What follows belongs to an exercise in optimizing a design on an open flow for small area, a short achievable clock period and few clock cycles per item; a production flow would make more cautious choices.
Only simulation tests tie the RTL to the original design; equivalence was not proved.

run 1:
// brick_sort
module brick_sort
   (
    clk,
    rst,
    src_tvalid,
    src_tready,
    src_tdata_raw,
    dest_tvalid,
    dest_tready,
    dest_tdata_raw
    );
Size in the first run: roughly 36000 um2 of cells after synthesis.
export LEC_CHECK = 0
export CAP_MARGIN = 20
export CORE_MARGIN = 2
export CORE_UTILIZATION = 40
export CTS_BUF_LIST = sky130_fd_sc_hd__clkbuf_8
export SETUP_SLACK_MARGIN = 3.0
export SLEW_MARGIN = 20
create_clock -name core_clock -period 6.0 [get_ports {clk}]
standard.sh (not shown) runs the stock make flow with config.mk's settings and CLKGATE_MAP_FILE= SYNTH_SCRIPT=/design/flow/synth_recipe.tcl, a recipe that flattens the netlist after the stock synthesis.
==> flow/flow/run.sh <==
#!/bin/bash
# Layout flow: the standard flow (standard.sh) with two changes:
#  - the synthesis step maps the logic with the delay-driven ABC script in
#    flow/abc_speed.script instead of ORFS's abc_speed.script; synthesis is
#    otherwise ORFS's, run by standard.sh with the standard flow's synthesis script, so
#    the registers (names, count, cell types) are those of the standard
#    synthesis;
#  - every input and output port still gets its own buffer, but a
#    buf_1 (BUFFER_PORTS_ARGS) instead of the cell buffer_ports picks.
# Each step's full output is in synth.log and layout.log here, and ORFS's
# per-step logs are under orfs/logs.
set -euo pipefail
here=$(pwd)
rm -rf "$here/scripts_abc"
cp -r "$FLOW_HOME/scripts" "$here/scripts_abc"
cp "$here/flow/abc_speed.script" "$here/scripts_abc/abc_speed.script"
bash standard.sh SCRIPTS_DIR="$here/scripts_abc" synth > "$here/synth.log" 2>&1
bash standard.sh BUFFER_PORTS_ARGS="-buffer_cell sky130_fd_sc_hd__buf_1" finish > "$here/layout.log" 2>&1
==> flow/flow/abc_speed.script <==
strash
dch -f
map -D 1500
topo
buffer -p
upsize -D 1500
dnsize -D 1500
stime -p
The flow did not stop early for run 1: all stages ran, and the layout cleared the timing, design-rule and antenna checks.
Testbench counts of run 1, summed over its fixed seeds: cycles 1,008, items 960.
--- input diff run 1..run 2 ---
# run 1
export LEC_CHECK = 0
export CAP_MARGIN = 20
export CORE_MARGIN = 2
export CORE_UTILIZATION = 40
export CTS_BUF_LIST = sky130_fd_sc_hd__clkbuf_8
export SETUP_SLACK_MARGIN = 3.0
export SLEW_MARGIN = 20
create_clock -name core_clock -period 6.0 [get_ports {clk}]
# run 2
export LEC_CHECK = 0
export CAP_MARGIN = 20
export CORE_MARGIN = 2
export CORE_UTILIZATION = 40
export CTS_BUF_LIST = sky130_fd_sc_hd__clkbuf_8
export SETUP_SLACK_MARGIN = 2.5
export SLEW_MARGIN = 20
create_clock -name core_clock -period 6.0 [get_ports {clk}]
==> flow/flow/run.sh <==
#!/bin/bash
# Layout flow: the standard flow (standard.sh), except that the
# synthesis step maps the logic with the delay-driven ABC script in
# flow/abc_speed.script instead of ORFS's abc_speed.script.  Synthesis is
# otherwise ORFS's, run by standard.sh with the standard flow's synthesis script, so the
# registers (names, count, cell types) are those of the standard synthesis.
set -euo pipefail
here=$(pwd)
rm -rf "$here/scripts_abc"
cp -r "$FLOW_HOME/scripts" "$here/scripts_abc"
cp "$here/flow/abc_speed.script" "$here/scripts_abc/abc_speed.script"
bash standard.sh SCRIPTS_DIR="$here/scripts_abc" synth > "$here/synth.log" 2>&1
bash standard.sh > "$here/layout.log" 2>&1
Results
For run 1, the destination of the critical timing path was r2[107], unlike run 2, where it was src_tready. | post-route standard cell area excluding fillers | run 2 vs run 1 | ≈ equal |. Global-route usage over all layers sits lower in run 2 than in run 1. Across both runs, area share of buffers outside the clock network was higher for run 2 than for run 1.
diff inputs: run 2 => run 3
# run 2
export LEC_CHECK = 0
export CAP_MARGIN = 20
export CORE_MARGIN = 2
export CORE_UTILIZATION = 40
export CTS_BUF_LIST = sky130_fd_sc_hd__clkbuf_8
export SETUP_SLACK_MARGIN = 2.5
export SLEW_MARGIN = 20
create_clock -name core_clock -period 6.0 [get_ports {clk}]
# run 3
export LEC_CHECK = 0
export CAP_MARGIN = 20
export CORE_MARGIN = 2
export CORE_UTILIZATION = 40
export CTS_BUF_LIST = sky130_fd_sc_hd__clkbuf_8
export SETUP_SLACK_MARGIN = 3.2
export SLEW_MARGIN = 20
create_clock -name core_clock -period 6.0 [get_ports {clk}]
| worst slew slack as a fraction of its limit | run 3 vs run 2 | 20 points higher |. Setup slack sits higher in run 3 than in run 2. Relative to run 2, post-CTS setup buffer count has gone up in run 3. Taking run 2 as the reference, in run 3 combined area of all synthesized cells flat; detailed-route wire length now sits higher. In summary, run 3 completed successfully, with a layout that passed the timing, design-rule and antenna checks. Run 2 | status: complete | timing, DRC, antenna: pass. Going from run 2 to run 3, critical path depth increased by 8 relative to the old numbers; met1 usage in global routing grew by 0.48 points.
Setup changes, run 3 to run 4
# run 3
export LEC_CHECK = 0
export CAP_MARGIN = 20
export CORE_MARGIN = 2
export CORE_UTILIZATION = 40
export CTS_BUF_LIST = sky130_fd_sc_hd__clkbuf_8
export SETUP_SLACK_MARGIN = 3.2
export SLEW_MARGIN = 20
create_clock -name core_clock -period 6.0 [get_ports {clk}]
# run 4
export LEC_CHECK = 0
export CAP_MARGIN = 20
export CORE_MARGIN = 2
export CORE_UTILIZATION = 40
export CTS_BUF_LIST = sky130_fd_sc_hd__clkbuf_8
export SETUP_SLACK_MARGIN = 2.9
export SLEW_MARGIN = 20
create_clock -name core_clock -period 6.0 [get_ports {clk}]
==> comparison <==
Run 4 finished every stage and its layout cleared the timing, design-rule and antenna checks. Across both runs, least setup slack across all paths after layout was lower for run 4 than for run 3. Run 4 vs run 3 on final area: run 4 is the lower one. Between run 3 and run 4, the flow reports number of fill cells in the layout increasing by a little under 10%.
Modified inputs, run 5 compared to run 4
==> flow/flow/run.sh <==
#!/bin/bash
# Layout flow: the standard flow (standard.sh) with two changes:
#  - the synthesis step maps the logic with the delay-driven ABC script in
#    flow/abc_speed.script instead of ORFS's abc_speed.script; synthesis is
#    otherwise ORFS's, run by standard.sh with the standard flow's synthesis script, so
#    the registers (names, count, cell types) are those of the standard
#    synthesis;
#  - every input and output port still gets its own buffer, but a
#    buf_2 (BUFFER_PORTS_ARGS) instead of the cell buffer_ports picks.
# Each step's full output is in synth.log and layout.log here, and ORFS's
# per-step logs are under orfs/logs.
set -euo pipefail
here=$(pwd)
rm -rf "$here/scripts_abc"
cp -r "$FLOW_HOME/scripts" "$here/scripts_abc"
cp "$here/flow/abc_speed.script" "$here/scripts_abc/abc_speed.script"
bash standard.sh SCRIPTS_DIR="$here/scripts_abc" synth > "$here/synth.log" 2>&1
bash standard.sh BUFFER_PORTS_ARGS="-buffer_cell sky130_fd_sc_hd__buf_2" finish > "$here/layout.log" 2>&1
Comparing run 4 against run 5, there is no change at all in row count.
The wire length of the first global-routing pass of run 4 and that of run 5 are within noise of each other.
Final layout net count delta (run 4 -> run 5): insignificant
Total wire length after detailed routing across run 4 and run 5: no real change.
Compared run 4 against run 5; count of vias placed by the detailed router within noise.
For placed wire-length estimate after detailed placement, run 4 and run 5 come out practically identical.
Run 5 gives more pin count of the biggest net entering global routing than run 4 did.
The area of combinational cells with multiple inputs of run 4 and that of run 5 are within noise of each other.
| number of clock buffers in the layout | higher: run 5 |

[port drivers added, routing unchanged]
In the flow no input, the clock included, has a driving cell. The finished layouts below were timed again as built, in two steps.
Step 1 (the two cells are an assumption about what drives the block):
set clk [get_ports {clk}]
set_driving_cell -lib_cell sky130_fd_sc_hd__clkbuf_16 $clk
set_driving_cell -lib_cell sky130_fd_sc_hd__buf_2 [delete_from_list [all_inputs] $clk]
Step 2 times the ports against the registers' clock, not the clock port: input delays grow and output delays shrink by t, the midpoint of the rising clock arrivals with the driver on.
a / b / c = no drivers / after step 1 / after step 2; a / b = the first two.
| run | t (ns) | setup slack, ns | latest minus earliest clock arrival (ns) |
|---|---|---|---|
| run 1 | 0.859 | 3.037 / 3.037 / 2.330 | 0.040 / 0.040 |
| run 2 | 0.861 | 2.592 / 2.565 / 1.845 | 0.042 / 0.042 |
| run 3 | 0.889 | 3.056 / 3.056 / 2.350 | 0.043 / 0.042 |
| run 4 | 0.866 | 2.919 / 2.919 / 2.187 | 0.042 / 0.042 |
| run 5 | 0.865 | 2.932 / 2.932 / 2.313 | 0.031 / 0.031 |
After both steps setup and hold are still met in every run listed. The setup slack of run 2, which loses most, moves by -0.027 ns with the drivers and by -0.747 ns with both steps.
